This is an optimization exercise on Yosys and OpenROAD, whose aim is small area, not a production implementation.
Where RTL was checked, it was by simulation tests only, not by an equivalence proof against the original.
Power and IR drop assume default switching activity.

==> inputs of job 7772 <==
Design Proj4WhackAMole, start of the top module:
module Proj4WhackAMole(
    input  MAX10_CLK1_50,
    input  rst,              
    input  [9:0] SW,
    input  [3:0] BTN_N,
    output [7:0] MATRIX_ROW_N,
    output [7:0] MATRIX_COL,
    output [7:0] HEX0,
    output [7:0] HEX1,
    output [7:0] HEX2,
    output [7:0] HEX3,
    output [7:0] HEX4,
    output [7:0] HEX5,
    output [9:0] LEDR
);
wire clk = MAX10_CLK1_50;
reg [2:0] c6;        
reg [3:0] c10;       
reg [2:0] row_sel;
wire tick_scan = (c6 == 3'd2);
wire tick_game = tick_scan && (c10 == 4'd4);
always @(posedge clk) begin
    if (rst) begin
        c6      <= 3'd0;
        c10     <= 4'd0;
        row_sel <= 3'd0;
    end else begin
        c6 <= (c6 == 3'd5) ? 3'd0 : c6 + 3'd1;
        if (tick_scan) begin
            row_sel <= row_sel + 3'd1;
            c10     <= (c10 == 4'd9) ? 4'd0 : c10 + 4'd1;
        end
    end
end
wire smash_TL = ~BTN_N[0];
wire smash_TR = ~BTN_N[1];
wire smash_BL = ~BTN_N[2];
wire smash_any = ~&BTN_N;
wire [1:0] smash_zone =
    smash_TL ? 2'b00 :
    smash_TR ? 2'b01 :
    smash_BL ? 2'b10 : 2'b11;
wire start      = SW[0];
wire greset     = SW[1];
wire stats      = SW[2];
wire difficulty = SW[3];
localparam IDLE         = 3'd0;
localparam LIGHT_MOLE   = 3'd1;
localparam GAME_OVER    = 3'd2;
localparam WAIT_INPUT   = 3'd4;
localparam CHECK        = 3'd5;
localparam SCORE_UPDATE = 3'd6;
localparam NEXT_ROUND   = 3'd7;
reg [2:0] state;
  ...
Settings: LEC_CHECK=0, ABC_AREA=1, CAP_MARGIN=20, CORE_MARGIN=2, CORE_UTILIZATION=40, CTS_BUF_LIST=sky130_fd_sc_hd__clkbuf_4, SLEW_MARGIN=20; clock period 20.0 ns.
standard.sh (not shown) runs the stock make flow with config.mk's settings and CLKGATE_MAP_FILE= SYNTH_SCRIPT=/design/flow/synth_recipe.tcl, a recipe that flattens the netlist after the stock synthesis.
==> flow/flow/run.sh <==
#!/bin/bash
# Own layout flow: the standard synthesis, then the combinational logic re-mapped for
# area (registers untouched), then the standard ORFS layout with small port buffers
# and a small clock tree.
set -euo pipefail
W=$(pwd)
R=$W/orfs/results/$FLOW_PLATFORM/Proj4WhackAMole/base
YOSYS=$FLOW_HOME/../tools/install/yosys/bin/yosys
LIB=$FLOW_HOME/platforms/$FLOW_PLATFORM/lib/sky130_fd_sc_hd__tt_025C_1v80.lib

bash standard.sh synth > $W/log_1_standard_synth.log 2>&1
cp $R/1_2_yosys.v $W/standard_synth.v

LIBFILE=$LIB TOP=$FLOW_TOP NETLIST_IN=$W/standard_synth.v NETLIST_OUT=$W/resynth.v \
  STAT_OUT=$W/resynth_stat.txt ABC_SCRIPT=$W/flow/area.abc DONT_USE_FILE=$W/flow/dont_use.txt \
  $YOSYS -c $W/flow/resynth.tcl > $W/log_2_resynth.log 2>&1

cp $W/resynth.v $R/1_2_yosys.v
rm -f $R/1_synth.odb $R/1_synth.sdc
export BUFFER_PORTS_ARGS="-buffer_cell sky130_fd_sc_hd__buf_1"
export CTS_ARGS="$(cat $W/flow/cts_args.txt)"
export SKIP_REPAIR_TIE_FANOUT=1
bash standard.sh finish > $W/log_3_standard_layout.log 2>&1
==> flow/flow/cts_args.txt <==
-sink_clustering_enable -repair_clock_nets -dont_use_dummy_load -buf_list sky130_fd_sc_hd__clkbuf_4
Other scripts of this flow, unchanged in this note and not shown: flow/flow/area.abc, flow/flow/dont_use.txt, flow/flow/resynth.tcl
==> job 1766 (differences from job 7772) <==
==> flow/design.v (replaced) <==
module Proj4WhackAMole(
    input  MAX10_CLK1_50,
    input  rst,              
    input  [9:0] SW,
    input  [3:0] BTN_N,
    output [7:0] MATRIX_ROW_N,
    output [7:0] MATRIX_COL,
    output [7:0] HEX0,
    output [7:0] HEX1,
    output [7:0] HEX2,
    output [7:0] HEX3,
    output [7:0] HEX4,
    output [7:0] HEX5,
    output [9:0] LEDR
);
wire clk = MAX10_CLK1_50;
reg [2:0] c6;        
reg [3:0] c10;       
reg [2:0] row_sel;
wire tick_scan = (c6 == 3'd2);
wire tick_game = tick_scan && (c10 == 4'd4);
always @(posedge clk) begin
    if (rst) begin
        c6      <= 3'd0;
        c10     <= 4'd0;
        row_sel <= 3'd0;
    end else begin
        c6 <= (c6 == 3'd5) ? 3'd0 : c6 + 3'd1;
        if (tick_scan) begin
            row_sel <= row_sel + 3'd1;
            c10     <= (c10 == 4'd9) ? 4'd0 : c10 + 4'd1;
        end
    end
end
wire smash_TL = ~BTN_N[0];
wire smash_TR = ~BTN_N[1];
wire smash_BL = ~BTN_N[2];
wire smash_any = ~&BTN_N;
wire [1:0] smash_zone =
    smash_TL ? 2'b00 :
    smash_TR ? 2'b01 :
    smash_BL ? 2'b10 : 2'b11;
wire start      = SW[0];
wire greset     = SW[1];
wire stats      = SW[2];
wire difficulty = SW[3];
localparam IDLE         = 3'd0;
localparam LIGHT_MOLE   = 3'd1;
localparam GAME_OVER    = 3'd2;
localparam WAIT_INPUT   = 3'd4;
localparam CHECK        = 3'd5;
localparam SCORE_UPDATE = 3'd6;
localparam NEXT_ROUND   = 3'd7;
reg [2:0] state;
wire show_mole = state[2];
reg [4:0] sc_t;  reg [3:0] sc_o;    
reg [4:0] hi_t;  reg [3:0] hi_o;    
reg [1:0] t_h;   reg [3:0] t_t;  reg [3:0] t_o;    
reg [1:0] a_h;   reg [3:0] a_t;     
reg [1:0] lives;
reg [7:0] lfsr;
reg prev_smash_any, prev_start;
wire [1:0] mole_row_group = lfsr[2:1];
wire [1:0] mole_col_group = lfsr[4:3];
wire [1:0] mole_zone = {lfsr[2], lfsr[4]};
wire smash_edge = smash_any & ~prev_smash_any;
wire start_edge = start & ~prev_start;
wire sc_wrap  = (sc_t == 5'd25) && (sc_o == 4'd5);
wire sc_o9    = (sc_o == 4'd9);
wire sc_eq_hi = (sc_t == hi_t) && (sc_o == hi_o);
wire [4:0] sc_t_n = sc_wrap ? 5'd0 : sc_o9 ? sc_t + 5'd1 : sc_t;
wire [3:0] sc_o_n = (sc_wrap || sc_o9) ? 4'd0 : sc_o + 4'd1;
wire timeout = (t_o == 4'd0) && (t_t == a_t) && (t_h == a_h);
always @(posedge clk) begin
  if (rst) begin
    state <= IDLE;
    sc_t  <= 5'd0;
    sc_o  <= 4'd0;
    hi_t  <= 5'd0;
    hi_o  <= 4'd0;
    lives <= 2'd3;
    lfsr  <= 8'hA3;
  end else if (tick_game) begin
    if (greset) begin
        state <= IDLE;
        sc_t  <= 5'd0;
        sc_o  <= 4'd0;
        lives <= 2'd3;
        lfsr  <= 8'hA3;
        hi_t  <= 5'd0;
        hi_o  <= 4'd0;
    end else begin
        case (state)
            IDLE: begin
                sc_t  <= 5'd0;
                sc_o  <= 4'd0;
                lives <= 2'd3;
                if (start) state <= LIGHT_MOLE;
            end
            LIGHT_MOLE: begin
                lfsr  <= {lfsr[6:0], lfsr[7] ^ lfsr[5]};
                state <= WAIT_INPUT;
            end
            WAIT_INPUT: begin
                if (smash_edge)
                    state <= (smash_zone == mole_zone) ? SCORE_UPDATE : CHECK;
                else if (timeout)
                    state <= CHECK;
            end
            CHECK: begin
                lives <= lives - 2'd1;
                state <= (lives == 2'd1) ? GAME_OVER : NEXT_ROUND;
            end
            SCORE_UPDATE: begin
                sc_t <= sc_t_n;
                sc_o <= sc_o_n;
                if (sc_eq_hi && !sc_wrap) begin
                    hi_t <= sc_t_n;
                    hi_o <= sc_o_n;
                end
                state <= NEXT_ROUND;
            end
            NEXT_ROUND: state <= LIGHT_MOLE;
            GAME_OVER:  if (start_edge) state <= IDLE;
            default:    state <= IDLE;
        endcase
    end
  end
end
always @(posedge clk) begin
  if (tick_game) begin
    prev_smash_any <= smash_any;
    prev_start     <= start;
    case (state)
        IDLE: begin
            a_h <= difficulty ? 2'd1 : 2'd2;
            a_t <= difficulty ? 4'd2 : 4'd0;
        end
        LIGHT_MOLE: begin
            t_h <= 2'd0; t_t <= 4'd0; t_o <= 4'd0;
        end
        WAIT_INPUT: begin
            if (t_o == 4'd9) begin
                t_o <= 4'd0;
                if (t_t == 4'd9) begin
                    t_t <= 4'd0;
                    t_h <= t_h + 2'd1;
                end else
                    t_t <= t_t + 4'd1;
            end else
                t_o <= t_o + 4'd1;
        end
        SCORE_UPDATE: begin
            if (a_h != 2'd0 || a_t != 4'd6) begin
                if (a_t == 4'd0) begin
                    a_t <= 4'd9;
                    a_h <= a_h - 2'd1;
                end else
                    a_t <= a_t - 4'd1;
            end
        end
        default: ;
    endcase
  end
end
wire row_hit = show_mole && !row_sel[0] && (row_sel[2:1] == mole_row_group);
genvar gi;
generate
    for (gi = 0; gi < 8; gi = gi + 1) begin : g_mat
        assign MATRIX_ROW_N[gi] = (row_sel == gi);
        if (gi % 2 == 0)
            assign MATRIX_COL[gi] = ~(row_hit && (mole_col_group == gi / 2));
        else
            assign MATRIX_COL[gi] = 1'b1;
    end
endgenerate
assign LEDR[0] = (lives != 2'd0);
assign LEDR[1] = lives[1];
assign LEDR[2] = (lives == 2'd3);
assign LEDR[9:3] = 7'b0000000;
wire in_idle   = (lives == 2'd3) && (sc_t == 5'd0) && (sc_o == 4'd0) && !show_mole;
wire game_over = (lives == 2'd0);
reg [3:0] d0, d1, d2, d3, d4, d5;
always @(*) begin
    d5 = sc_t[3:0];
    d4 = sc_o;
    d3 = 4'd0;
    d2 = {2'b00, t_h};
    d1 = t_t;
    d0 = t_o;
    if (in_idle) begin
        d5 = 4'hF; d4 = 4'd5; d3 = 4'hC; d2 = 4'hA; d1 = 4'hD; d0 = 4'hC;
    end else if (game_over && !stats) begin
        d5 = 4'hF; d4 = 4'hB; d3 = 4'd0; d2 = 4'd5; d1 = 4'hE; d0 = 4'hF;
    end else if (game_over && stats) begin
        d5 = 4'hF; d4 = 4'hF; d3 = 4'hF; d2 = 4'hF; d1 = hi_t[3:0]; d0 = hi_o;
    end
end
wire [7:0] h0, h1, h2, h3, h4, h5;
SevenSeg s0(d0, h0);
SevenSeg s1(d1, h1);
SevenSeg s2(d2, h2);
SevenSeg s3(d3, h3);
SevenSeg s4(d4, h4);
SevenSeg s5(d5, h5);
assign HEX0 = h0;
assign HEX1 = h1;
assign HEX2 = {h2[7] & game_over & stats, h2[6:0]};
assign HEX3 = h3;
assign HEX4 = h4;
assign HEX5 = h5;
endmodule
module SevenSeg(
    input [3:0] val,
    output reg [7:0] seg
);
always @(*) begin
    case (val)
        4'd0: seg = 8'b11000000;
        4'd1: seg = 8'b11111001;
        4'd2: seg = 8'b10100100;
        4'd3: seg = 8'b10110000;
        4'd4: seg = 8'b10011001;
        4'd5: seg = 8'b10010010;
        4'd6: seg = 8'b10000010;
        4'd7: seg = 8'b11111000;
        4'd8: seg = 8'b10000000;
        4'd9: seg = 8'b10010000;
        4'hA: seg = 8'b10001000;
        4'hB: seg = 8'b11000111;
        4'hC: seg = 8'b10000111;
        4'hD: seg = 8'b10101111;
        4'hE: seg = 8'b10000110;
        default: seg = 8'b11111111;
    endcase
end
endmodule
--- a/flow/flow/run.sh
+++ b/flow/flow/run.sh
@@ -14,10 +14,9 @@
 LIBFILE=$LIB TOP=$FLOW_TOP NETLIST_IN=$W/standard_synth.v NETLIST_OUT=$W/resynth.v \
   STAT_OUT=$W/resynth_stat.txt ABC_SCRIPT=$W/flow/area.abc DONT_USE_FILE=$W/flow/dont_use.txt \
   $YOSYS -c $W/flow/resynth.tcl > $W/log_2_resynth.log 2>&1
 
 cp $W/resynth.v $R/1_2_yosys.v
 rm -f $R/1_synth.odb $R/1_synth.sdc
 export BUFFER_PORTS_ARGS="-buffer_cell sky130_fd_sc_hd__buf_1"
 export CTS_ARGS="$(cat $W/flow/cts_args.txt)"
-export SKIP_REPAIR_TIE_FANOUT=1
 bash standard.sh finish > $W/log_3_standard_layout.log 2>&1
==> flow/flow/cts_args.txt (replaced) <==
-sink_clustering_enable -repair_clock_nets -dont_use_dummy_load -buf_list sky130_fd_sc_hd__clkbuf_8 -sink_clustering_size 30 -sink_clustering_max_diameter 100
==> run summary <==
Against job 7772, the maximum frequency of job 1766 is smaller by about 0.36%.
In job 1766 the final cell count is larger than in job 7772, by about 8%.
In job 1766 the global-route usage is higher than in job 7772, by 0.51 points.
In job 1766 the combinational power is higher than in job 7772, by 5.5%.
Of job 1766 and job 7772, job 7772 has the higher non-clock buffer count (gap 1).
Only the layout flow was run in job 1766; the RTL was not checked for function there.

==> port drivers added, routing unchanged <==
The flow's constraints put no driver on any port. The routed layouts listed below were extracted and timed again, unchanged, in two steps. Step 1 sets driving cells, clkbuf_16 on the clock port and buf_2 on the other inputs (assumed; they add their load-dependent delay and slew). Step 2 adds t to the input delays and takes it off the output delays; t is the mean of the earliest and latest rising clock arrival at the registers after step 1. Input paths then give back, and output paths get back, about the clock's delay inside the block. a / b / c = no drivers / after step 1 / after step 2; a / b = the first two.
run	t (ns)	setup slack, ns	worst hold slack (ns)	worst setup path at the end	latest minus earliest clock arrival (ns)
job 7772	0.416	9.927 / 9.905 / 9.905	0.450 / 0.450 / 0.450	input to output	0.031 / 0.031
job 1766	0.358	9.890 / 9.863 / 9.863	0.457 / 0.457 / 0.457	input to output	0.019 / 0.018
After both steps setup and hold are still met in every run listed. For job 1766, which loses most, drivers alone change the setup slack by -0.027 ns; drivers and shift together by -0.027 ns.
